Background: an optimization exercise with open tools, aiming at small area. Do not read the settings as production practice. In this exercise RTL edits were held to simulation tests only and were not proved equivalent to the original. Power and IR drop assume default switching activity.

## gpr
module gpr (
	input wire clk,
	input wire reset,
	input wire[4:0] rd_addr_0,
	output wire[31:0] rd_data_0,
	input wire[4:0] rd_addr_1,
	output wire[31:0] rd_data_1,
	input wire we_,
	input wire[4:0] wr_addr,
	input wire[31:0] wr_data
);
For scale: ~1,100 flip-flops, roughly 110 I/O pins, ~40,000 sq um of cells after synthesis.
clock: 9.0 ns
lec_check: 0
cap_margin: 20
core_margin: 2
core_utilization: 50
slew_margin: 20
synth_hierarchical: 1
synth_minimum_keep_size: 0
standard.sh (not shown) runs the stock make flow with config.mk's settings and CLKGATE_MAP_FILE= SYNTH_SCRIPT=/design/flow/synth_recipe.tcl, a recipe that flattens the netlist after the stock synthesis.
==> flow/flow/run.sh <==
#!/bin/bash
# The standard layout, with these changes:
#  - after synthesis, every combinational cell is set to the smallest drive
#    strength of its family (downsize.tcl); placement repair sizes up or
#    buffers what needs more drive. Flip-flops keep their synthesized types;
#  - ports are buffered with the smallest buffer (buf_1);
#  - clock tree synthesis uses larger sink clusters and inserts no dummy loads.
set -euo pipefail
ARGS=(
  BUFFER_PORTS_ARGS="-buffer_cell sky130_fd_sc_hd__buf_1"
  CTS_ARGS="-sink_clustering_enable -repair_clock_nets -dont_use_dummy_load -buf_list sky130_fd_sc_hd__clkbuf_16 -sink_clustering_size 26 -sink_clustering_max_diameter 100"
)
bash standard.sh "${ARGS[@]}" synth > synth.log 2>&1
R=orfs/results/sky130hd/gpr/base
PLATFORM_DIR="$FLOW_HOME/platforms/sky130hd" ODB_IN=$R/1_synth.odb ODB_OUT=$R/1_synth.odb \
  openroad -no_init -exit flow/downsize.tcl > downsize.log 2>&1
bash standard.sh "${ARGS[@]}" finish > layout.log 2>&1
==> flow/flow/downsize.tcl <==
# Set every combinational cell of the synthesized netlist to the smallest
# drive strength of its cell family (same function and pins); flip-flops and
# other sequential cells keep the type synthesis gave them. The placement
# repair then sizes up or buffers whatever needs more drive.
set P $::env(PLATFORM_DIR)
read_lef $P/lef/sky130_fd_sc_hd.tlef
read_lef $P/lef/sky130_fd_sc_hd_merged.lef
read_db $::env(ODB_IN)
set db [ord::get_db]
array set best {}
foreach lib [$db getLibs] {
  foreach m [$lib getMasters] {
    set n [$m getName]
    if {![regexp {^(sky130_fd_sc_hd__[a-z0-9]+)_([0-9]+)$} $n -> fam drv]} continue
    if {[string match *lpflow* $n] || [string match *probe* $n]} continue
    set a [expr {[$m getWidth] * [$m getHeight]}]
    if {![info exists best($fam)] || $a < [lindex $best($fam) 1] || ($a == [lindex $best($fam) 1] && $drv == 1)} {
      set best($fam) [list $m $a]
    }
  }
}
set n 0
foreach inst [[ord::get_db_block] getInsts] {
  set m [$inst getMaster]
  set name [$m getName]
  if {![regexp {^(sky130_fd_sc_hd__[a-z0-9]+)_([0-9]+)$} $name -> fam drv]} continue
  if {[regexp {^sky130_fd_sc_hd__(df|dl|sdf|edf|sedf|conb|tap|fill|decap|clkdly|dlygate|dlymetal)} $name]} continue
  if {![info exists best($fam)]} continue
  set bm [lindex $best($fam) 0]
  if {[$bm getName] ne $name} {
    $inst swapMaster $bm
    incr n
  }
}
puts "downsize: swapped $n cells"
write_db $::env(ODB_OUT)
Edit:
--- a/flow/flow/run.sh
+++ b/flow/flow/run.sh
@@ -11 +11 @@
-  CTS_ARGS="-sink_clustering_enable -repair_clock_nets -dont_use_dummy_load -buf_list sky130_fd_sc_hd__clkbuf_16 -sink_clustering_size 26 -sink_clustering_max_diameter 100"
+  CTS_ARGS="-sink_clustering_enable -repair_clock_nets -dont_use_dummy_load -buf_list sky130_fd_sc_hd__clkbuf_8 -sink_clustering_size 16 -sink_clustering_max_diameter 80"
Final area stays flat.
Worst setup slack improved by 0.0097 ns.
Global-route usage is higher by 0.29 points.
Clock power is lower by a few percent.
Critical path depth is unchanged.

---

## v30
Another version of the RTL of gpr (not shown whole).
For scale: roughly 3300 cells after synthesis, roughly 1100 flip-flops, ~110 I/O pins, about 0.040 sq mm of cells after synthesis.
Settings: LEC_CHECK=0, CAP_MARGIN=20, CORE_MARGIN=2, CORE_UTILIZATION=50, SLEW_MARGIN=20, SYNTH_HIERARCHICAL=1, SYNTH_MINIMUM_KEEP_SIZE=0; clock period 9.0 ns.
run.sh (not shown) runs the stock make flow with config.mk's settings and CLKGATE_MAP_FILE= SYNTH_SCRIPT=/design/flow/synth_recipe.tcl, a recipe that flattens the netlist after the stock synthesis.
Stock flow here: none of the scripts above is used.
Edits applied to the flow inputs when going from v30 to v22:
==> flow/flow/run.sh (new file) <==
#!/bin/bash
# The standard layout, with two changes:
#  - ports are buffered with the smallest buffer (buf_1);
#  - clock tree synthesis uses small clock buffers and inserts no dummy loads.
set -euo pipefail
bash standard.sh \
  BUFFER_PORTS_ARGS="-buffer_cell sky130_fd_sc_hd__buf_1" \
  CTS_ARGS="-sink_clustering_enable -repair_clock_nets -dont_use_dummy_load -buf_list {sky130_fd_sc_hd__clkbuf_4 sky130_fd_sc_hd__clkbuf_8}" \
  finish > standard_flow.log 2>&1
==> flow/standard.sh (new file) <==
#!/bin/bash
# synth_recipe.tcl (not shown) runs the flow's synth.tcl, then flattens the netlist and writes it again
# the make line also repeats each setting of config.mk as NAME=value (left out here)
make -C /OpenROAD-flow-scripts/flow DESIGN_CONFIG=/design/flow/config.mk WORK_HOME=/design/flow/orfs CLKGATE_MAP_FILE= SYNTH_SCRIPT=/design/flow/synth_recipe.tcl "${@:-finish}"
removed: flow/run.sh
Going from v30 to v22, worst setup timing slack at the placement stage higher; minimum clock period after layout went down by 590 ps; detail-routed net length per standard cell closely matched the old numbers; clock buffer count picked up an extra 1.2%. Origin of the worst setup path: rd_addr_0[0] -> v30, rd_addr_1[0] -> v22. Total power shrinks by more than 10% when moving from v30 to v22.
Modified inputs, v48 compared to v22
- changing SLEW_MARGIN from 20 to 0
- changing CAP_MARGIN from 20 to 0
==> flow/flow/run.sh <==
#!/bin/bash
# The standard layout, with two changes:
#  - ports are buffered with the smallest buffer (buf_1);
#  - clock tree synthesis uses larger sink clusters and inserts no dummy loads.
set -euo pipefail
bash standard.sh \
  BUFFER_PORTS_ARGS="-buffer_cell sky130_fd_sc_hd__buf_1" \
  CTS_ARGS="-sink_clustering_enable -repair_clock_nets -dont_use_dummy_load -buf_list sky130_fd_sc_hd__clkbuf_16 -sink_clustering_size 24 -sink_clustering_max_diameter 80" \
  finish > standard_flow.log 2>&1
[summary]
Between v22 and v48, part of the power in combinational logic increased. Changes observed in v48 relative to v22: static leakage went down by 3.4%; met3 layer usage reported by global route went down by 2.2 points; met2 track demand over resource went down by 1.3 points. Between v22 and v48, the combined area of the multi-input logic cells does not differ in any meaningful way. Per the comparison of v48 with v22, final hold slack has increased, setup slack has decreased, minimum period implied by the final worst setup slack has increased, global-route total usage across every layer has decreased.

re-timing with driven ports:
The flow's constraints put no driver on any port. The routed layouts listed below were extracted and timed again, unchanged, in two steps. Step 1, drivers: a clkbuf_16 drives clk and a buf_2 each remaining input, both assumed. Step 2 also shifts input and output timing later by t, the mid clock arrival at the registers, as if the neighbouring blocks saw the same clock. a / b / c = ideal ports / drivers / drivers and shift; a / b = the first two.
run	t (ns)	setup slack, ns	worst hold slack (ns)	clock arrival spread, ns	worst register clock-pin slew, ns
the first run of note 1	0.706	1.225 / 1.201 / 1.201	0.475 / 0.475 / 0.475	0.060 / 0.060	0.11 / 0.11
the second run of note 1	0.772	1.235 / 1.211 / 1.211	0.473 / 0.473 / 0.473	0.084 / 0.084	0.11 / 0.11
v30	0.756	0.766 / 0.738 / 0.738	0.495 / 0.495 / 0.495	0.028 / 0.029	0.07 / 0.07
v22	0.904	1.352 / 1.267 / 1.267	0.492 / 0.492 / 0.492	0.078 / 0.077	0.07 / 0.07
v48	0.718	1.340 / 1.263 / 1.263	0.500 / 0.500 / 0.500	0.043 / 0.043	0.10 / 0.10
After both steps setup and hold are still met in every run listed. For v22, which loses most, drivers alone change the setup slack by -0.085 ns; drivers and shift together by -0.085 ns.
